What follows belongs to an exercise in optimizing a design on an open flow for small area; a production flow would make more cautious choices.
Only simulation tests tie the RTL to the original design; equivalence was not proved.
Power is estimated from default activity; no workload was simulated.

## design/flow/design.v

```verilog
module GoBang(SW, RESETN, LEDR, LEDG, HEX0, HEX1, CELL, CLOCK_50);
    input [12:0] SW;
    input RESETN;
    input CLOCK_50;
    output [6:0] HEX0, HEX1;
    output [7:0] LEDG;
    output [7:0] LEDR;
    output [1:0] CELL;
    wire clk = CLOCK_50;
    wire [3:0] x = SW[7:4];
    wire [3:0] y = SW[3:0];
    wire put = SW[12];
    localparam INITIAL = 3'd0, CHOICE = 3'd1, PUT_WAIT = 3'd2, CHECK = 3'd3, CHANGE = 3'd4;
    reg [2:0] state;
    reg put_q;
    reg col1;       
    reg record;
    reg [255:0] pa, pb;
    reg [15:0] rflag;
    reg any01;
    wire [15:0] rsel = 16'd1 << x;
    wire [15:0] csel = 16'd1 << y;
    wire [15:0] rowa, rowb;
    genvar gm, gn;
    generate
        for (gm = 0; gm < 16; gm = gm + 1) begin : rmux
            wire [15:0] da, db;
            for (gn = 0; gn < 16; gn = gn + 1) begin : c
                assign da[gn] = pa[gn*16+gm];
                assign db[gn] = pb[gn*16+gm];
            end
            Mux16 ma(.d(da), .s(rsel), .y(rowa[gm]));
            Mux16 mb(.d(db), .s(rsel), .y(rowb[gm]));
        end
    endgenerate
    wire cella, cellb;
    Mux16 mca(.d(rowa), .s(csel), .y(cella));
    Mux16 mcb(.d(rowb), .s(csel), .y(cellb));
    wire empty = ~(cella | cellb);
    wire wr = empty & put & ~put_q;
    wire wa = wr & ~col1;
    wire wb = wr & col1;
    wire [15:0] ca = csel & {16{wa}};
    wire [15:0] cb = csel & {16{wb}};
    wire [15:0] nrowa = rowa | ca;
    wire [15:0] nrowb = rowb | cb;
    wire row5a, row5b;
    Five16 fra(.v(nrowa), .f(row5a));
    Five16 frb(.v(nrowb), .f(row5b));
    wire [15:0] c5a, c5b;
    generate
        for (gm = 0; gm < 16; gm = gm + 1) begin : ccol
            wire [15:0] va, vb;
            for (gn = 0; gn < 16; gn = gn + 1) begin : c
                assign va[gn] = pa[gn*16+gm];
                assign vb[gn] = pb[gn*16+gm];
            end
            Five16 fa(.v(va), .f(c5a[gm]));
            Five16 fb(.v(vb), .f(c5b[gm]));
        end
    endgenerate
    integer k;
    genvar gi, gj;
    generate
        for (gi = 0; gi < 16; gi = gi + 1) begin : row
            for (gj = 0; gj < 16; gj = gj + 1) begin : pt
                always @(posedge clk, negedge RESETN) begin
                    if (!RESETN) begin
                        pa[gi*16+gj] <= 1'b0;
                        pb[gi*16+gj] <= 1'b0;
                    end else begin
                        pa[gi*16+gj] <= pa[gi*16+gj] | (rsel[gi] & ca[gj]);
                        pb[gi*16+gj] <= pb[gi*16+gj] | (rsel[gi] & cb[gj]);
                    end
                end
            end
        end
    endgenerate
    always @(posedge clk, negedge RESETN) begin
        if (!RESETN) begin
            rflag <= 16'd0;
            any01 <= 1'b0;
        end else begin
            for (k = 0; k < 16; k = k + 1) begin
                if (rsel[k]) rflag[k] <= row5b & ~row5a;
            end
            any01 <= any01 | row5a;
        end
    end
    always @(posedge clk, negedge RESETN) begin
        if (!RESETN) begin
            state <= INITIAL;
            put_q <= 1'b1;
            col1 <= 1'b0;
        end else begin
            put_q <= put;
            case (state)
                INITIAL:  state <= CHOICE;
                CHOICE:   state <= put ? CHOICE : PUT_WAIT;
                PUT_WAIT: state <= put ? CHECK : PUT_WAIT;
                CHECK:    state <= CHANGE;
                CHANGE:   state <= CHOICE;
                default:  state <= INITIAL;
            endcase
            if (state == CHANGE && record) col1 <= ~col1;
        end
    end
    always @(posedge clk) begin
        if (state == CHOICE) record <= empty;
    end
    wire s10 = |{rflag, c5b & ~c5a};
    wire s01 = any01 | (|c5a);
    wire idle = ~s10 & ~s01;
    assign LEDR = {~s10 & s01, 1'b0, empty, 4'd0, idle & ~col1};
    assign LEDG = {idle & col1, 6'd0, s10};
    assign CELL = {cellb, cella};
    function [6:0] seg(input [3:0] d);
        case (d)
            4'h0: seg = 7'b1000000;
            4'h1: seg = 7'b1111001;
            4'h2: seg = 7'b0100100;
            4'h3: seg = 7'b0110000;
            4'h4: seg = 7'b0011001;
            4'h5: seg = 7'b0010010;
            4'h6: seg = 7'b0000010;
            4'h7: seg = 7'b1111000;
            4'h8: seg = 7'b0000000;
            4'h9: seg = 7'b0010000;
            4'hA: seg = 7'b0001000;
            4'hB: seg = 7'b0000011;
            4'hC: seg = 7'b1000110;
            4'hD: seg = 7'b0100001;
            4'hE: seg = 7'b0000110;
            default: seg = 7'b0001110;
        endcase
    endfunction
    assign HEX0 = seg(y);
    assign HEX1 = seg(x);
endmodule
module Mux16(d, s, y);
    input [15:0] d, s;
    output y;
    wire [5:0] n;
    Aoi222 g0(.a0(d[0]), .s0(s[0]), .a1(d[1]), .s1(s[1]), .a2(d[2]), .s2(s[2]), .y(n[0]));
    Aoi222 g1(.a0(d[3]), .s0(s[3]), .a1(d[4]), .s1(s[4]), .a2(d[5]), .s2(s[5]), .y(n[1]));
    Aoi222 g2(.a0(d[6]), .s0(s[6]), .a1(d[7]), .s1(s[7]), .a2(d[8]), .s2(s[8]), .y(n[2]));
    Aoi222 g3(.a0(d[9]), .s0(s[9]), .a1(d[10]), .s1(s[10]), .a2(d[11]), .s2(s[11]), .y(n[3]));
    Aoi222 g4(.a0(d[12]), .s0(s[12]), .a1(d[13]), .s1(s[13]), .a2(d[14]), .s2(s[14]), .y(n[4]));
    Nand2 g5(.a(d[15]), .b(s[15]), .y(n[5]));
    Nand6 g6(.a(n), .y(y));
endmodule
module Aoi222(a0, s0, a1, s1, a2, s2, y);
    input a0, s0, a1, s1, a2, s2;
    output y;
    assign y = ~((a0 & s0) | (a1 & s1) | (a2 & s2));
endmodule
module Nand2(a, b, y);
    input a, b;
    output y;
    assign y = ~(a & b);
endmodule
module Nand6(a, y);
    input [5:0] a;
    output y;
    assign y = ~(&a);
endmodule
module Five16(v, f);
    input [15:0] v;
    output f;
    wire [14:0] p = v[14:0] & v[15:1];
    wire [12:0] q = p[12:0] & p[14:2];
    assign f = |(q[11:0] & v[15:4]);
endmodule
```

## design/flow/flow/run.sh

```bash
#!/bin/bash
# The standard layout (standard.sh), with two changes: clock tree synthesis without dummy
# loads, and plain buf_1 cells as the port buffers.
set -euo pipefail
export CTS_ARGS="-sink_clustering_enable -repair_clock_nets -sink_clustering_size 24 -sink_clustering_max_diameter 150 -buf_list sky130_fd_sc_hd__clkbuf_16 -dont_use_dummy_load"
export BUFFER_PORTS_ARGS="-buffer_cell sky130_fd_sc_hd__buf_1"
bash standard.sh > standard_make.log 2>&1
```

## design/flow/standard.sh

```bash
#!/bin/bash
# synth_recipe.tcl (not shown) runs the flow's synth.tcl, then flattens the netlist and writes it again
# the make line also repeats each setting of config.mk as NAME=value (left out here)
make -C /OpenROAD-flow-scripts/flow DESIGN_CONFIG=/design/flow/config.mk WORK_HOME=/design/flow/orfs CLKGATE_MAP_FILE= SYNTH_SCRIPT=/design/flow/synth_recipe.tcl "${@:-finish}"
```

## design/flow/config.mk

```make
export PLATFORM = sky130hd
export DESIGN_NAME = GoBang
export DESIGN_NICKNAME = GoBang
export VERILOG_FILES = /design/flow/design.v
export SDC_FILE = /design/flow/constraint.sdc
export NUM_CORES = 4
export LEC_CHECK = 0
export CAP_MARGIN = 20
export CORE_MARGIN = 2
export CORE_UTILIZATION = 60
export PLACE_DENSITY = 0.7
export SLEW_MARGIN = 20
export SYNTH_HIERARCHICAL = 1
export SYNTH_MINIMUM_KEEP_SIZE = 0
```

## design/flow/constraint.sdc

```tcl
create_clock -name core_clock -period 10.0 [get_ports {CLOCK_50}]
set_input_delay 2.0000 -clock core_clock [delete_from_list [all_inputs] [get_ports {CLOCK_50}]]
set_output_delay 2.0000 -clock core_clock [all_outputs]
set_load 0.01 [all_outputs]
```

==> run notes, run 1 <==
* DRT iter0 DRCs at 2899
* Postcts setup bufs at 0
* PortBufs at 31
* Seq cells post-synth at 535
* Most area-hungry cell type in the Yosys netlist: dfrtp_1
* Pleak at 0.0139 uW
* Status: timing/DRC/antenna clean
* RSZ-0062 raised after global routing: false
* Int Pwr at approximately 2800 uW
* CP Launch Type: input pin
* Final #Nets at 2200
* Combinational fraction of design power at 8.1%
* Die Width at about 210 um
* Max Transition Viols Final at 0
* Count leader, synth: dfrtp_1
* Initial Util at approximately three fifths
* H-tree levels at 1
* Routed met1 length at ~30000 um
* Synth Warn # at 7
* Fillers at roughly 3300
* TritonCTS clock tree: built
* Synthesized instance count at 2163
* Clock Skew at ~56 ps
* Least-Margin Pin Slew at between 1000 and 1500 ps
* Slew margin rel. at 27.4%
* Share of layout cells above drive strength 1 at 8.84%
* Crit path kind: input pin to register
* Largest cells by area after synthesis: dfrtp_1, a21o_1, o21bai_1
* Post-synth cell types at 48
* # DRC at 0
* Global-route wire length before repair at 111000 um
* Drt first pass iters at 10
* Sequential fraction of the synthesis area at 54.6%
* Switching Fraction at between 20% and 30%
* Fin Setup TNS at 0 ps
* CTS resizes at 0
* Core Box Area at a little over 40000 sq um
* Met2 routed WL at between 30000 and 40000 um
* Pwr dens at 148 nW/um^2
* Routed Antenna Nets at 0
* Die footprint at 42500 sq um
* Clock Sinks at 535
* Synth Flop Type: dfrtp_1
* Max rail drop VDD at 0.139 mV
* I/O Pins at 47
* Post-synth ARST share at 99.8%
* Post-synth top area share at a little over half
* Final std cells w/o fill at 2707
* Crit path DAT at approximately 8900 ps
* Routed WL at 73000 um
* Post-synth EDFFs at 1
* CP endpoint kind: register
* Wirelength per Cell at roughly 27 um
* Crit path required time at 10510 ps
* Switch Pwr at 997 uW
* # rows at 74
* Tmin final at between 8000 and 9000 ps
* Syn_area_per_cell at 11.3 sq um
* Part of the power in registers at 62.0%
* Die Span Y at 206 um
* Avg Vias per Cell at 7.26
* GRT Residual Overflow at 0
* Initial antenna violation count at 1
* Largest net degree at the start of global routing at ~180
* F_max at 119 MHz
* Crit path max fanout at 33
* Final period util at between 80% and 90%
* Final hold viol count at 0
* Clock Latency Late Sink at 610 ps
* Clock share of power at 29.9%
* Number of global-route vias before repair at 18600
* GRT Total Usage at 34.6%
* Longest Clk Path Bufs at 3
* Synthesized cell area at between 20000 and 25000 sq um
* Clock root buffer: clkbuf_16
* HPWL after DPL at 44700 um
* Most instantiated cells after synthesis: dfrtp_1, nand2_1, a21o_1, o21bai_1, a222oi_1
* Setup violations, final at 0
* Layout area overhead at 5.47%
* Num CTS Buffers at 26
* Clk slew on worst S/H paths at 100 ps
* Hold-fix buffers at CTS at 0
* Max cap viols at 0
* Vias at 19600
* Highest metal used: met4
* Final Hold Slack at 488 ps
* HP Class: register to register
* Cells after DPL at between 2000 and 3000
* Gp weighted congestion at 0.939
* Met3 wire len at about 6700 um
## logic make-up after synthesis
| kind of cell | synth area share [%] |
|---|---|
| simple gates | 9.38 |
| compound gates | 32.3 |
| xor+xnor | 0.0357 |
| buf+inv | 2.80 |
| mux | 0.306 |
| other cells | 0.0153 |
| fa+ha+maj | 0.551 |
| flops | 54.6 |
## power by group through the flow
| stage | logic [uW] | registers [uW] | clock network, uW |
|---|---|---|---|
| 6_report | 309 | 2370 | 1140 |
| 5_1_grt | 339 | 2390 | 1230 |
| 4_1_cts | 308 | 2370 | 1160 |
| 3_5_place_dp | 308 | 2410 | 0 |
| 3_3_place_gp | 298 | 2410 | 0 |
| 2_1_floorplan | 185 | 2380 | 0 |
## registers in the layout (all words and copies together) (netlist names)
signal and flops:
rflag 16, put_q 1, record 1, pb 256
col1 1, any01 1, pa 256, state 3
## through the flow
| stage | area, sq um | utilization (%) | setup WS (ps) | total power, uW |
|---|---|---|---|---|
| 2_1_floorplan | 24600 | - | 3060 | 2570 |
| 3_3_place_gp | 25200 | 62.2 | 1360 | 2710 |
| 3_5_place_dp | 25200 | 62.2 | 1200 | 2720 |
| 4_1_cts | 25900 | 63.8 | 1810 | 3840 |
| 5_1_grt | 25900 | 63.8 | 1080 | 3960 |
| 6_report | 25900 | 63.8 | 1610 | 3830 |
## metal layers
metal,track usage [%],vias to the layer above
li1,-,8383
met1,50.3,10100
met2,53.7,1039
met3,5.55,141
met4,11.2,0
met5,0,-
## per-module statistics from Yosys, one instance, submodules excluded, excerpt
module | times used | cells | flip-flops and latches | area [sq um]
Nand6 | 34 | 2 | 0 | 13.8
Five16 | 34 | 14 | 0 | 86.3
Aoi222 | 170 | 1 | 0 | 10.0
GoBang | 1 | 1415 | 535 | 19300
Nand2 | 34 | 1 | 0 | 3.75
## cell usage in the layout (no fill, tap or decap), types with 36 or more instances in the layout
master and n:
o22ai_1 36, nand3_1 45, o211ai_2 68, buf_4 45, o21ai_0 59, nand2_1 277, a222oi_1 170, dfrtp_1 533
a21o_1 256, o21bai_1 256
## layout make-up
| type | instances | area, sq um | area share (%) |
|---|---|---|---|
| sequential | 535 | 13400 | 51.8 |
| multi-input combinational | 1492 | 10500 | 40.5 |
| tap | 532 | 666 | 2.57 |
| clock buffer | 26 | 651 | 2.51 |
| timing repair buffer | 79 | 518 | 2.00 |
| inverter | 41 | 154 | 0.595 |
| antenna | 2 | 5.00 | 0.0193 |
## worst max-delay path: stages
cell      delay, ps
buf_1           500
nor2b_1         200
nand2_1         110
buf_4           380
inv_2           510
a222oi_1        460
and4_1          270
nand3_1         200
a222oi_1        390
and4_1          270
nand3_1         300
nor4b_4         600
and2_1          220
buf_4           340
nand3_1         590
nand2b_1        340
nand2_1         110
a211oi_1        260
a31oi_1          70
o21ai_1          90
nand2b_1        330
o21ai_0         300
## worst paths after layout
kind	from	end	slack, ps	cells after the start
max in group asynchronous	RESETN	pa[73]$_DFF_PN0_	6830	2
worst min-delay path	pa[252]$_DFF_PN0_	pa[252]$_DFF_PN0_	490	1
worst max-delay path	SW[6]	rflag[15]$_DFFE_PN0N_	1610	22
worst max register to register	pb[110]$_DFF_PN0_	rflag[15]$_DFFE_PN0N_	4410	17
worst min register to register	pa[252]$_DFF_PN0_	pa[252]$_DFF_PN0_	490	1
min in group asynchronous	RESETN	pb[149]$_DFF_PN0_	1600	1
==> run 2, diff against run 1 <==
==> design/flow/flow/run.sh (replaced) <==
#!/bin/bash
# The standard layout (standard.sh), with these changes: clock tree synthesis without dummy
# loads, plain buf_1 cells as the port buffers, and power recovery (downsizing of
# non-critical cells) after global routing.
set -euo pipefail
export CTS_ARGS="-sink_clustering_enable -repair_clock_nets -sink_clustering_size 24 -sink_clustering_max_diameter 150 -buf_list sky130_fd_sc_hd__clkbuf_16 -dont_use_dummy_load"
export BUFFER_PORTS_ARGS="-buffer_cell sky130_fd_sc_hd__buf_1"
export RECOVER_POWER=100
bash standard.sh > standard_make.log 2>&1
==> run 2 against run 1 <==
Net effect: global-route usage stayed put; sequential power hardly changed; clock power hardly changed; critical path depth stayed put; flip-flop and latch count stayed put; largest cell class unchanged; synthesized cell count stayed put; cell area is 0.62% lower; sequential share of layout area is 0.32 points higher; die area stayed put; combinational power is 2% lower; hold slack better by 1.5 ps; first-iteration DRC count is 5.2% higher; the layout now fails its checks (max-capacitance violations, max-slew violations); highest routed layer unchanged.
==> run notes, run 2 <==
* Pleak at 0.0137 uW (was 0.0139 uW)
* Count leader, synth: dfrtp_1 (unchanged)
* Initial antenna violation count at 1 (unchanged)
* Highest-count cells in the layout ignoring fill and taps: dfrtp_1, nand2_1, a21o_1, o21bai_1, a222oi_1 (unchanged)
* Longest Clk Path Bufs at 3 (unchanged)
* CP endpoint kind: register (unchanged)
* Final core utilization at 63.4% (was 63.8%)
* Clock Sinks at 535 (unchanged)
* Fin Setup TNS at 0 ps (unchanged)
* Pre-CTS setup slack at 1200 ps (unchanged)
* Clock root buffer: clkbuf_16 (unchanged)
* Final Hold Slack at 489 ps (was 488 ps)
* Gp weighted congestion at 0.939 (unchanged)
* CTS resizes at 0 (unchanged)
* Most common cell after layout, fill and taps aside: dfrtp_1 (unchanged)
* DRT iter0 DRCs at 3051 (was 2899)
* Most area-hungry cell type in the Yosys netlist: dfrtp_1 (unchanged)
* Sequential fraction of the synthesis area at 54.6% (unchanged)
* Routed WL at 72900 um (was 73000 um)
* Tmin final at 8840 ps (was 8390 ps)
* Crit path required time at 10390 ps (was 10510 ps)
* Fillers at 3345 (was 3304)
* Synth Warn # at 7 (unchanged)
* Largest cells by area after synthesis: dfrtp_1, a21o_1, o21bai_1 (unchanged)
* CP max stage delay at 650 ps (was 600 ps)
* TritonCTS clock tree: built (unchanged)
* Post-synth cell types at 48 (unchanged)
* Num CTS Buffers at 26 (unchanged)
* Drt first pass iters at 8 (was 10)
* Max cap viols at 6 (was 0)
* Top Registers: pa x256, pb x256, rflag x16 (unchanged)
* # DRC at 0 (unchanged)
* Least-Margin Pin Slew at 3740 ps (was 1090 ps)
* Synthesized cell area at 24500 sq um (unchanged)
* Share of layout cells above drive strength 1 at 7.59% (was 8.84%)
* # rows at 74 (unchanged)
* Routed Antenna Nets at 0 (unchanged)
* Final #Nets at 2200 (unchanged)
* GRT Residual Overflow at 0 (unchanged)
* Pwr dens at 149 nW/um^2 (was 148 nW/um^2)
* Hold-fix buffers at CTS at 0 (unchanged)
* I/O Pins at 47 (unchanged)
* PortBufs at 31 (unchanged)
* Die Span Y at 206 um (unchanged)
* Synth Flop Type: dfrtp_1 (unchanged)
* Crit path kind: input pin to register (unchanged)
* Initial Util at 60.5% (unchanged)
* Final period util at 88.4% (was 83.9%)
* Clock Skew at 53.6 ps (was 55.7 ps)
* Max Transition Viols Final at 417 (was 0)
* Die Width at 206 um (unchanged)
* Layout area overhead at 4.82% (was 5.47%)
* Final hold viol count at 0 (unchanged)
* Post-synth EDFFs at 1 (unchanged)
* Core Box Area at 40600 sq um (unchanged)
* Max rail drop VDD at 0.138 mV (was 0.139 mV)
* Crit path max fanout at 33 (unchanged)
* HPWL after DPL at 44700 um (unchanged)
* HP Class: register to register (unchanged)
* Die footprint at 42500 sq um (unchanged)
* GRT Total Usage at 34.6% (unchanged)
* F_max at 113 MHz (was 119 MHz)
* Fail Reasons: max-capacitance violations, max-slew violations
* Worst path slowest cell: clkbuf_1 (was nor4b_4)
* Number of global-route vias before repair at 18600 (unchanged)
* Setup violations, final at 0 (unchanged)
* Slew margin rel. at -149% (was 27.4%)
* Most instantiated cells after synthesis: dfrtp_1, nand2_1, a21o_1, o21bai_1, a222oi_1 (unchanged)
* Post-synth top area share at 54.4% (unchanged)
* RSZ-0062 raised after global routing: false (unchanged)
* Cell chain of the critical path: clkbuf_1 > nor2b_1 > nand2_1 > buf_4 > inv_2 > clkbuf_1 > a222oi_1 > and4_1 > nand3_1 > a222oi_1 > nand3_1 > nor4b_4 > nand2_1 > nor2_1 > clkbuf_1 > or2_2 > o21ai_0 > nand2_1 > a32oi_1 > o21ai_0 > nand2b_1 > o21ai_0 (was buf_1 > nor2b_1 > nand2_1 > buf_4 > inv_2 > a222oi_1 > and4_1 > nand3_1 > a222oi_1 > and4_1 > nand3_1 > nor4b_4 > and2_1 > buf_4 > nand3_1 > nand2b_1 > nand2_1 > a211oi_1 > a31oi_1 > o21ai_1 > nand2b_1 > o21ai_0)
* Worst Slack Setup Final at 1160 ps (was 1610 ps)
* Vias at 19600 (about the same)
* CP Launch Type: input pin (unchanged)
* Clock Latency Late Sink at 610 ps (about the same)
* Syn_area_per_cell at 11.3 sq um (unchanged)
* Seq cells post-synth at 535 (unchanged)
* H-tree levels at 1 (unchanged)
* Wirelength per Cell at 26.9 um (was 27.0 um)
* Global-route wire length before repair at 111000 um (unchanged)
* Placed cell area at 25200 sq um (unchanged)
* Postcts setup bufs at 0 (unchanged)
* Status: complete, but fails checks (was timing/DRC/antenna clean)
* Crit path DAT at 9230 ps (was 8900 ps)
* Largest net degree at the start of global routing at 183 (unchanged)
* Design Area, Final at 25700 sq um (was 25900 sq um)
* Avg Vias per Cell at 7.23 (was 7.26)
* Synthesized instance count at 2163 (unchanged)
* Clk slew on worst S/H paths at 90 ps (was 100 ps)
* Post-synth ARST share at 99.8% (unchanged)
-- run 2: cell counts after synthesis --
No cell type changed its count.
-- run 2: path summary, 6_finish.rpt --
check	from	end	slack [ps]	depth (start not counted)
max reg2reg	pb[110]$_DFF_PN0_	rflag[11]$_DFFE_PN0N_	4220	17
min in group asynchronous	RESETN	pb[149]$_DFF_PN0_	2680	1
max	SW[6]	rflag[11]$_DFFE_PN0N_	1160	22
max in group asynchronous	RESETN	pb[33]$_DFF_PN0_	2200	2
min reg2reg	pa[252]$_DFF_PN0_	pa[252]$_DFF_PN0_	490	1
min	pa[252]$_DFF_PN0_	pa[252]$_DFF_PN0_	490	1
-- run 2: layout make-up --
class | count | area (sq um) | area share [%]
repair buffers | 79 | 428 | 1.66
flip-flops and latches | 535 | 13400 | 52.1
inverters | 41 | 154 | 0.598
well taps | 532 | 666 | 2.59
clock buffers | 26 | 651 | 2.53
multi-input cells | 1492 | 10400 | 40.5
diodes | 4 | 10.0 | 0.0389
-- run 2: per-stage QoR --
stage          cells  total power (uW)
2_1_floorplan   2173              2570
3_3_place_gp    2679              2710
3_5_place_dp    2679              2720
4_1_cts         2705              3840
5_1_grt         2705              3950
6_report        2709              3820
-- run 2: worst max-delay path: cells and delay by family --
| family | cells | cell delay [ps] |
|---|---|---|
| AND/OR/NAND/NOR | 11 | 3080 |
| buffers and inverters | 5 | 2590 |
| AO/OA/AOI/OAI | 6 | 1520 |
-- run 2: power breakdown --
| group | leakage, uW | switching (uW) | internal, uW | total, uW |
|---|---|---|---|---|
| clock | 0.000320 | 678 | 465 | 1140 |
| combinational | 0.00598 | 204 | 98.9 | 303 |
| sequential | 0.00741 | 111 | 2260 | 2370 |
| total | 0.0137 | 993 | 2830 | 3820 |
-- run 2: kinds of logic after synthesis --
kind of cell | after synthesis | share of synthesized area [%]
multiplexers | 5 | 0.306
buffers and inverters | 146 | 2.80
XOR/XNOR | 1 | 0.0357
AO/OA/AOI/OAI | 994 | 32.3
other | 1 | 0.0153
AND/OR/NAND/NOR | 470 | 9.38
adder cells (fa/ha/maj) | 11 | 0.551
flip-flops | 535 | 54.6
-- run 2: metal layers --
metal	share of wire (%)	global-route usage (%)	wire length, um	vias up
met4	3.4	11.2	2510	0
met3	9.4	5.55	6850	148
met1	42	50.3	30300	10000
met2	46	53.7	33300	1004
met5	0	0	0	-
li1	-	-	-	8394
-- run 2: Yosys stat by module, one instance, submodules excluded, a selection --
module / times used / flops+latches / cells inside
Nand2: 34 / 0 / 1
Nand6: 34 / 0 / 2
GoBang: 1 / 535 / 1415
Five16: 34 / 0 / 14
Aoi222: 170 / 0 / 1
==> run 3, diff against run 2 <==
--- a/design/flow/design.v
+++ b/design/flow/design.v
@@ -167,7 +167,16 @@
 module Five16(v, f);
     input [15:0] v;
     output f;
-    wire [14:0] p = v[14:0] & v[15:1];
-    wire [12:0] q = p[12:0] & p[14:2];
-    assign f = |(q[11:0] & v[15:4]);
+    wire n7, m7, k7;
+    Run7 a(.v0(v[0]), .v1(v[1]), .v2(v[2]), .v5(v[5]), .v6(v[6]), .v7(v[7]), .y(n7));
+    Run7 b(.v0(v[4]), .v1(v[5]), .v2(v[6]), .v5(v[9]), .v6(v[10]), .v7(v[11]), .y(m7));
+    Run7 c(.v0(v[15]), .v1(v[14]), .v2(v[13]), .v5(v[10]), .v6(v[9]), .v7(v[8]), .y(k7));
+    assign f = (v[3] & v[4] & n7) | (v[7] & v[8] & m7) | (v[11] & v[12] & k7);
 endmodule
+module Run7(v0, v1, v2, v5, v6, v7, y);
+    input v0, v1, v2, v5, v6, v7;
+    output y;
+    wire p = v1 & v2;
+    wire q = v5 & v6;
+    assign y = (p & (v0 | v5)) | (q & (v2 | v7));
+endmodule
==> design/flow/flow/run.sh (replaced) <==
#!/bin/bash
# The standard layout (standard.sh), with two changes: clock tree synthesis without dummy
# loads, and plain buf_1 cells as the port buffers.
set -euo pipefail
export CTS_ARGS="-sink_clustering_enable -repair_clock_nets -sink_clustering_size 24 -sink_clustering_max_diameter 150 -buf_list sky130_fd_sc_hd__clkbuf_16 -dont_use_dummy_load"
export BUFFER_PORTS_ARGS="-buffer_cell sky130_fd_sc_hd__buf_1"
bash standard.sh > standard_make.log 2>&1
==> run 3 against run 2 <==
Net effect: now clean on timing, DRC and antenna; non-clock buffer count stayed put; synthesized cell count down 1.6%; flip-flop and latch count is the same.
==> run notes, run 3 <==
* Final #Nets at 2166 (was 2200)
* Initial antenna violation count at 1 (unchanged)
* Routed Antenna Nets at 0 (unchanged)
* Tmin final at 8350 ps (was 8840 ps)
* Top Registers: pa x256, pb x256, rflag x16 (unchanged)
* Share of layout cells above drive strength 1 at 5.80% (was 7.59%)
* Placed cell area at 24900 sq um (was 25200 sq um)
* Clock share of power at 29.8% (was 29.9%)
* Switch Pwr at 979 uW (was 993 uW)
* Pleak at 0.0138 uW (was 0.0137 uW)
* Final Hold Slack at 486 ps (was 489 ps)
* FF/Latch Area at 13400 sq um (unchanged)
* Post-synth top area share at 55.1% (was 54.4%)
* Synth Area in XOR/XNOR at 0.0362% (was 0.0357%)
* Die footprint at 41900 sq um (was 42500 sq um)
* Synthesized instance count at 2129 (was 2163)
* Most common cell after layout, fill and taps aside: dfrtp_1 (unchanged)
* Largest net degree at the start of global routing at 177 (was 183)
* Clock Skew at 46.6 ps (was 53.6 ps)
* Drt first pass iters at 10 (was 8)
* # DRC at 0 (unchanged)
* Vias at 19300 (was 19600)
* Die Width at 205 um (was 206 um)
* Highest-count cells in the layout ignoring fill and taps: dfrtp_1, a21o_1, o21bai_1 (was dfrtp_1, nand2_1, a21o_1, o21bai_1, a222oi_1)
* Seq cells post-synth at 535 (unchanged)
* Final core utilization at 64.3% (was 63.4%)
* Sequential fraction of the synthesis area at 55.4% (was 54.6%)
* Post-synth EDFFs at 1 (unchanged)
* Multi-input gate area at 10200 sq um (was 10400 sq um)
* Least-Margin Pin Slew at 1050 ps (was 3740 ps)
* Most area-hungry cell type in the Yosys netlist: dfrtp_1 (unchanged)
* GRT Total Usage at 34.5% (was 34.6%)
* Core Box Area at 39700 sq um (was 40600 sq um)
* Initial Util at 60.9% (was 60.5%)
* Gp weighted congestion at 0.898 (was 0.939)
* Synthesized cell area at 24200 sq um (was 24500 sq um)
* Int Pwr at 2830 uW (about the same)
* GRT Residual Overflow at 0 (unchanged)
* Combinational fraction of design power at 7.9% (about the same)
* Routed WL at 71300 um (was 72900 um)
* Clock Sinks at 535 (unchanged)
* F_max at 120 MHz (was 113 MHz)
* Synth Area in Compound Gates at 30.1% (was 32.3%)
* Crit path kind: input pin to register (unchanged)
* # rows at 73 (was 74)
* Max cap viols at 0 (was 6)
* Setup violations, final at 0 (unchanged)
* CTS resizes at 0 (unchanged)
* Fillers at 3190 (was 3345)
* Global-route wire length before repair at 110000 um (was 111000 um)
* Crit path required time at 10500 ps (was 10390 ps)
* Post-Synth Adder-Cell Area at 0.559% (was 0.551%)
* Clock Latency Late Sink at 590 ps (was 610 ps)
* Switching Fraction at 25.7% (was 26.0%)
* Crit path max fanout at 35 (was 33)
* Fin Setup TNS at 0 ps (unchanged)
* Postcts setup bufs at 0 (unchanged)
* Syn_area_per_cell at 11.4 sq um (was 11.3 sq um)
* Num CTS Buffers at 26 (unchanged)
* Die Span Y at 205 um (was 206 um)
* Crit path DAT at 8850 ps (was 9230 ps)
* Synth Warn # at 7 (unchanged)
* Final hold viol count at 0 (unchanged)
* Wirelength per Cell at 26.7 um (was 26.9 um)
* Number of global-route vias before repair at 18400 (was 18600)
* Simple-gate share of the synthesized area at 10.7% (was 9.38%)
* Part of the power in registers at 62.3% (was 62.1%)
* CP endpoint kind: register (unchanged)
* Slew margin rel. at 30.1% (was -149%)
* Max Transition Viols Final at 0 (was 417)
* Layout area overhead at 5.53% (was 4.82%)
* Avg Vias per Cell at 7.23 (about the same)
* Final period util at 83.5% (was 88.4%)
* Status: timing/DRC/antenna clean (was complete, but fails checks)
* RSZ-0062 raised after global routing: false (unchanged)
* Longest Clk Path Bufs at 3 (unchanged)
* Mux contribution to synthesized area at 0.310% (was 0.306%)
* Post-synth ARST share at 99.8% (unchanged)
* CP Launch Type: input pin (unchanged)
* TritonCTS clock tree: built (unchanged)
* Most instantiated cells after synthesis: dfrtp_1, a21o_1, o21bai_1, o211ai_1, nand3_1 (was dfrtp_1, nand2_1, a21o_1, o21bai_1, a222oi_1)
* Max rail drop VDD at 0.134 mV (was 0.138 mV)
* Post-synth cell types at 44 (was 48)
* I/O Pins at 47 (unchanged)
* HPWL after DPL at 43600 um (was 44700 um)
* Count leader, synth: dfrtp_1 (unchanged)
* Pwr dens at 149 nW/um^2 (about the same)
* Largest cells by area after synthesis: dfrtp_1, a21o_1, o21bai_1 (unchanged)
* Design Area, Final at 25500 sq um (was 25700 sq um)
* Synth Flop Type: dfrtp_1 (unchanged)
* DRT iter0 DRCs at 3130 (was 3051)
* Largest family of logic cells by synthesized area: compound AO/OA/AOI/OAI gates (unchanged)
* Hold-fix buffers at CTS at 0 (unchanged)
* Clock root buffer: clkbuf_16 (unchanged)
* H-tree levels at 1 (unchanged)
* PortBufs at 31 (unchanged)
* Clk slew on worst S/H paths at 90 ps (about the same)
* HP Class: register to register (unchanged)
[run 3: cell type report]
type / instances / area share [%]
multi-input cells: 1458 / 39.8
well taps: 525 / 2.57
clock buffers: 26 / 2.55
flip-flops and latches: 535 / 52.5
inverters: 41 / 0.603
diodes: 2 / 0.0196
repair buffers: 79 / 2.04
[run 3: final timing paths]
| path | startpoint | end | slack, ps | depth (start not counted) |
|---|---|---|---|---|
| hold / removal | pa[48]$_DFF_PN0_ | pa[48]$_DFF_PN0_ | 490 | 1 |
| setup reg to reg | pb[153]$_DFF_PN0_ | rflag[6]$_DFFE_PN0N_ | 4420 | 16 |
| setup / recovery | SW[4] | rflag[6]$_DFFE_PN0N_ | 1650 | 23 |
| max in group asynchronous | RESETN | pb[154]$_DFF_PN0_ | 7040 | 2 |
| hold reg to reg | pa[48]$_DFF_PN0_ | pa[48]$_DFF_PN0_ | 490 | 1 |
| min in group asynchronous | RESETN | pb[148]$_DFF_PN0_ | 1490 | 1 |
[run 3: power by group through the flow]
stage	registers, uW	clock network, uW	logic [uW]
final	2370	1130	302
after global routing	2380	1230	332
after CTS	2370	1140	302
after detailed placement	2410	0	302
after global placement	2400	0	294
after floorplan	2380	0	181
[run 3: layer usage]
layer,wire [um],GRT usage (%),up-vias
li1,-,-,8300
met5,0,0,-
met2,33000,53.9,1001
met1,28300,48.8,9792
met3,7260,5.41,178
met4,2650,13.2,0
[run 3: per-stage QoR]
| stage | instances | worst slack, ps | power, uW |
|---|---|---|---|
| 2_1_floorplan | 2139 | 3060 | 2560 |
| 3_3_place_gp | 2638 | 1360 | 2700 |
| 3_5_place_dp | 2638 | 1190 | 2710 |
| 4_1_cts | 2664 | 1780 | 3810 |
| 5_1_grt | 2664 | 1220 | 3940 |
| 6_report | 2666 | 1650 | 3810 |
[run 3: modules after synthesis, one instance, submodules excluded, a selection]
| module | cell area [sq um] | copies in the design | cells inside | flops+latches |
|---|---|---|---|---|
| GoBang | 19300 | 1 | 1415 | 535 |
| Run7 | 18.8 | 102 | 3 | 0 |
| Nand6 | 13.8 | 34 | 2 | 0 |
| Aoi222 | 10.0 | 170 | 1 | 0 |
| Nand2 | 3.75 | 34 | 1 | 0 |
| Five16 | 20.0 | 34 | 4 | 0 |
[run 3: cell families (layout without fill, tap and decap cells)]
group                    count (synthesis)  after routing
AND/OR/NAND/NOR                        504            504
other                                    1             13
flip-flops                             535            535
XOR/XNOR                                 1              1
adder cells (fa/ha/maj)                 11             11
buffers and inverters                  146            146
multiplexers                             5              5
AO/OA/AOI/OAI                          926            926
[run 3: critical path, stage by stage]
cell and delay (ps):
buf_1 240, inv_1 110, ha_1 280, nand3_1 110, buf_4 370, inv_2 500, buf_4 400, a222oi_1 310
and4_1 260, nand3_1 130, a222oi_1 350, and4_1 260, nand3_1 260, nor4b_4 610, and2_1 600, nand3_1 720
nand2b_1 370, o211ai_1 130, nand2_1 80, nand3_1 90, nand3_1 80, nand2b_1 250, o21ai_0 270
==> run 4, diff against run 3 <==
==> design/flow/flow/run.sh (replaced) <==
#!/bin/bash
# The standard layout (standard.sh), with two changes: clock tree synthesis without dummy
# loads, and plain buf_1 cells as the port buffers.
set -euo pipefail
export CTS_ARGS="-sink_clustering_enable -repair_clock_nets -sink_clustering_size 27 -sink_clustering_max_diameter 150 -buf_list sky130_fd_sc_hd__clkbuf_16 -dont_use_dummy_load"
export BUFFER_PORTS_ARGS="-buffer_cell sky130_fd_sc_hd__buf_1"
bash standard.sh > standard_make.log 2>&1
--- a/design/flow/config.mk
+++ b/design/flow/config.mk
@@ -7,8 +7,8 @@
 export LEC_CHECK = 0
 export CAP_MARGIN = 20
 export CORE_MARGIN = 2
-export CORE_UTILIZATION = 60
-export PLACE_DENSITY = 0.7
+export CORE_UTILIZATION = 70
+export PLACE_DENSITY = 0.8
 export SLEW_MARGIN = 20
 export SYNTH_HIERARCHICAL = 1
 export SYNTH_MINIMUM_KEEP_SIZE = 0
==> run 4 against run 3 <==
Net effect: first-iteration DRC count shrank 8.2%; fmax up 0.82%; hold slack improved by 7.6 ps; die area shrank 14%; critical path depth rose by 1; register-to-register slack improved by 40 ps; critical endpoint is now rflag[1]$_DFFE_PN0N_; highest routed layer unchanged.
==> run notes, run 4 <==
* Status: timing/DRC/antenna clean (unchanged)
* # rows at 68 (was 73)
* Hold-fix buffers at CTS at 0 (unchanged)
* Mux contribution to synthesized area at 0.310% (unchanged)
* Synth Area in Compound Gates at 30.1% (unchanged)
* Pwr dens at 148 nW/um^2 (was 149 nW/um^2)
* Synth Flop Type: dfrtp_1 (unchanged)
* CP Launch Type: input pin (unchanged)
* Die footprint at 36100 sq um (was 41900 sq um)
* Most area-hungry cell type in the Yosys netlist: dfrtp_1 (unchanged)
* Longest Clk Path Bufs at 3 (unchanged)
* RSZ-0062 raised after global routing: false (unchanged)
* Cell chain of the critical path: buf_1 > inv_1 > ha_1 > nand3_1 > buf_4 > inv_2 > buf_4 > a222oi_1 > and4_1 > nand3_1 > a222oi_1 > and4_1 > nand3_1 > nor4b_4 > and2_1 > buf_4 > nand2_1 > nand2b_1 > o211ai_1 > nand2_1 > nand3_1 > nand3_1 > nand2b_1 > o21ai_0 (was buf_1 > inv_1 > ha_1 > nand3_1 > buf_4 > inv_2 > buf_4 > a222oi_1 > and4_1 > nand3_1 > a222oi_1 > and4_1 > nand3_1 > nor4b_4 > and2_1 > nand3_1 > nand2b_1 > o211ai_1 > nand2_1 > nand3_1 > nand3_1 > nand2b_1 > o21ai_0)
* Die Width at 190 um (was 205 um)
* Largest family of logic cells by synthesized area: compound AO/OA/AOI/OAI gates (unchanged)
* Number of global-route vias before repair at 18700 (was 18400)
* Die Span Y at 190 um (was 205 um)
* Clock Sinks at 535 (unchanged)
* Vias at 19700 (was 19300)
* Least-Margin Pin Slew at 1120 ps (was 1050 ps)
* Postcts setup bufs at 0 (unchanged)
* Routed Antenna Nets at 0 (unchanged)
* CTS resizes at 0 (unchanged)
* Critical path's top delay family: simple AND/OR/NAND/NOR gates (unchanged)
* Tmin final at 8280 ps (was 8350 ps)
* Placed cell area at 24800 sq um (was 24900 sq um)
* Most instantiated cells after synthesis: dfrtp_1, a21o_1, o21bai_1, o211ai_1, nand3_1 (unchanged)
* Highest-count cells in the layout ignoring fill and taps: dfrtp_1, a21o_1, o21bai_1 (unchanged)
* Final hold viol count at 0 (unchanged)
* Drt first pass iters at 9 (was 10)
* Clock Skew at 26.9 ps (was 46.6 ps)
* Clock Latency Late Sink at 580 ps (was 590 ps)
* Post-synth EDFFs at 1 (unchanged)
* H-tree levels at 1 (unchanged)
* HP Class: register to register (unchanged)
* F_max at 121 MHz (was 120 MHz)
* Crit path kind: input pin to register (unchanged)
* Most frequent CP cell: nand3_1 (unchanged)
* GRT Total Usage at 39.9% (was 34.5%)
* Routed WL at 71000 um (was 71300 um)
* HPWL after DPL at 43500 um (was 43600 um)
* Global-route wire length before repair at 110000 um (about the same)
* Synth Area in XOR/XNOR at 0.0362% (unchanged)
* Worst path slowest cell: nor4b_4 (was nand3_1)
* Largest net degree at the start of global routing at 171 (was 177)
* Share of layout cells above drive strength 1 at 5.75% (was 5.80%)
* Core Box Area at 34300 sq um (was 39700 sq um)
* Post-synth cell types at 44 (unchanged)
* Final period util at 82.8% (was 83.5%)
* Max Transition Viols Final at 0 (unchanged)
* Top Registers: pa x256, pb x256, rflag x16 (unchanged)
* Count leader, synth: dfrtp_1 (unchanged)
* Fin Setup TNS at 0 ps (unchanged)
* ANT cells at 0 (was 2)
* Post-Synth Adder-Cell Area at 0.559% (unchanged)
* Sequential fraction of the synthesis area at 55.4% (unchanged)
* Post-synth top area share at 55.1% (unchanged)
* Largest cells by area after synthesis: dfrtp_1, a21o_1, o21bai_1 (unchanged)
* Cells after DPL at 2570 (was 2638)
* Slew margin rel. at 25.5% (was 30.1%)
* Most common cell after layout, fill and taps aside: dfrtp_1 (unchanged)
* Final Hold Slack at 494 ps (was 486 ps)
* Pleak at 0.0137 uW (was 0.0138 uW)
* Crit path DAT at 8740 ps (was 8850 ps)
* Clock root buffer: clkbuf_16 (unchanged)
* Synthesized cell area at 24200 sq um (unchanged)
* Seq cells post-synth at 535 (unchanged)
* Fillers at 2411 (was 3190)
* Synth Warn # at 7 (unchanged)
* Clk slew on worst S/H paths at 100 ps (was 90 ps)
* Max cap viols at 0 (unchanged)
* TritonCTS clock tree: built (unchanged)
* Final std cells w/o fill at 2593 (was 2666)
* Design Area, Final at 25400 sq um (was 25500 sq um)
* Crit path required time at 10460 ps (was 10500 ps)
* DRT iter0 DRCs at 2873 (was 3130)
* Gp weighted congestion at 0.956 (was 0.898)
* Max rail drop VDD at 0.147 mV (was 0.134 mV)
* Num CTS Buffers at 23 (was 26)
* Layout area overhead at 4.99% (was 5.53%)
* Wirelength per Cell at 27.4 um (was 26.7 um)
* Synthesized instance count at 2129 (unchanged)
* Simple-gate share of the synthesized area at 10.7% (unchanged)
* I/O Pins at 47 (unchanged)
* Setup violations, final at 0 (unchanged)
* # DRC at 0 (unchanged)
* Initial antenna violation count at 0 (was 1)
* CP max stage delay at 670 ps (was 720 ps)
* Post-synth ARST share at 99.8% (unchanged)
* Final #Nets at 2165 (was 2166)
* Syn_area_per_cell at 11.4 sq um (unchanged)
* Crit path max fanout at 40 (was 35)
* Avg Vias per Cell at 7.59 (was 7.23)
* Final core utilization at 74.1% (was 64.3%)
* Initial Util at 70.6% (was 60.9%)
* PortBufs at 31 (unchanged)
* CP endpoint kind: register (unchanged)
* GRT Residual Overflow at 0 (unchanged)
* Crit path buffers/inverters at 6 (was 5)
run 4: area by class of cell:
| type | count | area (sq um) | area share [%] |
|---|---|---|---|
| Multi-Input combinational cell | 1458 | 10100 | 40.0 |
| Clock buffer | 23 | 576 | 2.27 |
| Tap cell | 455 | 569 | 2.24 |
| Timing Repair Buffer | 81 | 558 | 2.20 |
| Sequential cell | 535 | 13400 | 52.7 |
| Inverter | 41 | 154 | 0.606 |
run 4: worst register-to-register path: stages, from the launching register on:
cell and delay [ps]:
dfrtp_1 440, a222oi_1 350, and4_1 260, nand3_1 140
a222oi_1 410, and4_1 290, nand3_1 270, nor4b_4 670
and2_1 530, buf_4 340, nand2_1 410, nand2b_1 240
o211ai_1 120, nand2_1 90, nand3_1 90, nand3_1 80
nand2b_1 350, o21ai_0 350
run 4: cell families (layout without fill, tap and decap cells):
kind of cell	Yosys count	count (layout)
compound gates	926	926
xor+xnor	1	1
fa+ha+maj	11	11
buf+inv	146	145
flops	535	535
mux	5	5
other cells	1	11
simple gates	504	504
run 4: per-stage QoR:
step,power [uW],setup slack [ps]
after CTS,3750,1890
final,3750,1720
after global placement,2700,1510
after global routing,3870,1320
after floorplan,2560,3060
after detailed placement,2710,1350
run 4: per-layer routing:
layer | global-route usage [%] | part of all wire (%) | wire length, um
met1 | 58.7 | 40 | 28200
met2 | 59.1 | 44 | 30900
met3 | 9.46 | 13 | 9190
met4 | 13.3 | 3.8 | 2700
met5 | 0 | 0 | 0
run 4: power by group:
group / leakage, uW / internal, uW / switching, uW
clock: 0.000283 / 414 / 652
sequential: 0.00741 / 2260 / 111
combinational: 0.00605 / 101 / 208
run 4: modules after synthesis, one instance, submodules excluded, excerpt:
module / flip-flops and latches / cell area (sq um)
Run7: 0 / 18.8
Nand2: 0 / 3.75
Five16: 0 / 20.0
Nand6: 0 / 13.8
GoBang: 535 / 19300
Aoi222: 0 / 10.0
run 4: final timing paths:
check | start | endpoint | slack, ps | cells after the start
worst max-delay path | SW[4] | rflag[1]$_DFFE_PN0N_ | 1720 | 24
worst min-delay path | pa[204]$_DFF_PN0_ | pa[204]$_DFF_PN0_ | 490 | 1
worst max register to register | pb[153]$_DFF_PN0_ | rflag[1]$_DFFE_PN0N_ | 4460 | 17
worst min register to register | pa[204]$_DFF_PN0_ | pa[204]$_DFF_PN0_ | 490 | 1
max in group asynchronous | RESETN | pa[13]$_DFF_PN0_ | 6980 | 2
min in group asynchronous | RESETN | pa[129]$_DFF_PN0_ | 1560 | 1

==> what the ideal ports hide <==
How much do the figures lean on ideal ports? The routed layouts below were timed once more, with nothing changed but the port constraints.
Step 1 sets driving cells, clkbuf_16 on the clock port and buf_2 on the other inputs (assumed; they add their load-dependent delay and slew).
Step 2, shift: input delay + t, output delay - t, t = (earliest + latest rising clock arrival at the registers) / 2. This alone moves slack from input paths to output paths.
Slacks: no drivers / after step 1 / after step 2; pairs: no drivers / after step 1.
| run | t (ns) | slack for setup (ns) | worst register clock-pin slew, ns |
|---|---|---|---|
| run 1 | 0.638 | 1.610 / 1.603 / 0.965 | 0.11 / 0.11 |
| run 2 | 0.637 | 1.164 / 1.157 / 0.520 | 0.11 / 0.11 |
| run 3 | 0.626 | 1.652 / 1.673 / 1.047 | 0.10 / 0.10 |
| run 4 | 0.627 | 1.721 / 1.760 / 1.132 | 0.11 / 0.11 |
For run 1, which loses most, drivers alone change the setup slack by -0.007 ns; drivers and shift together by -0.645 ns.
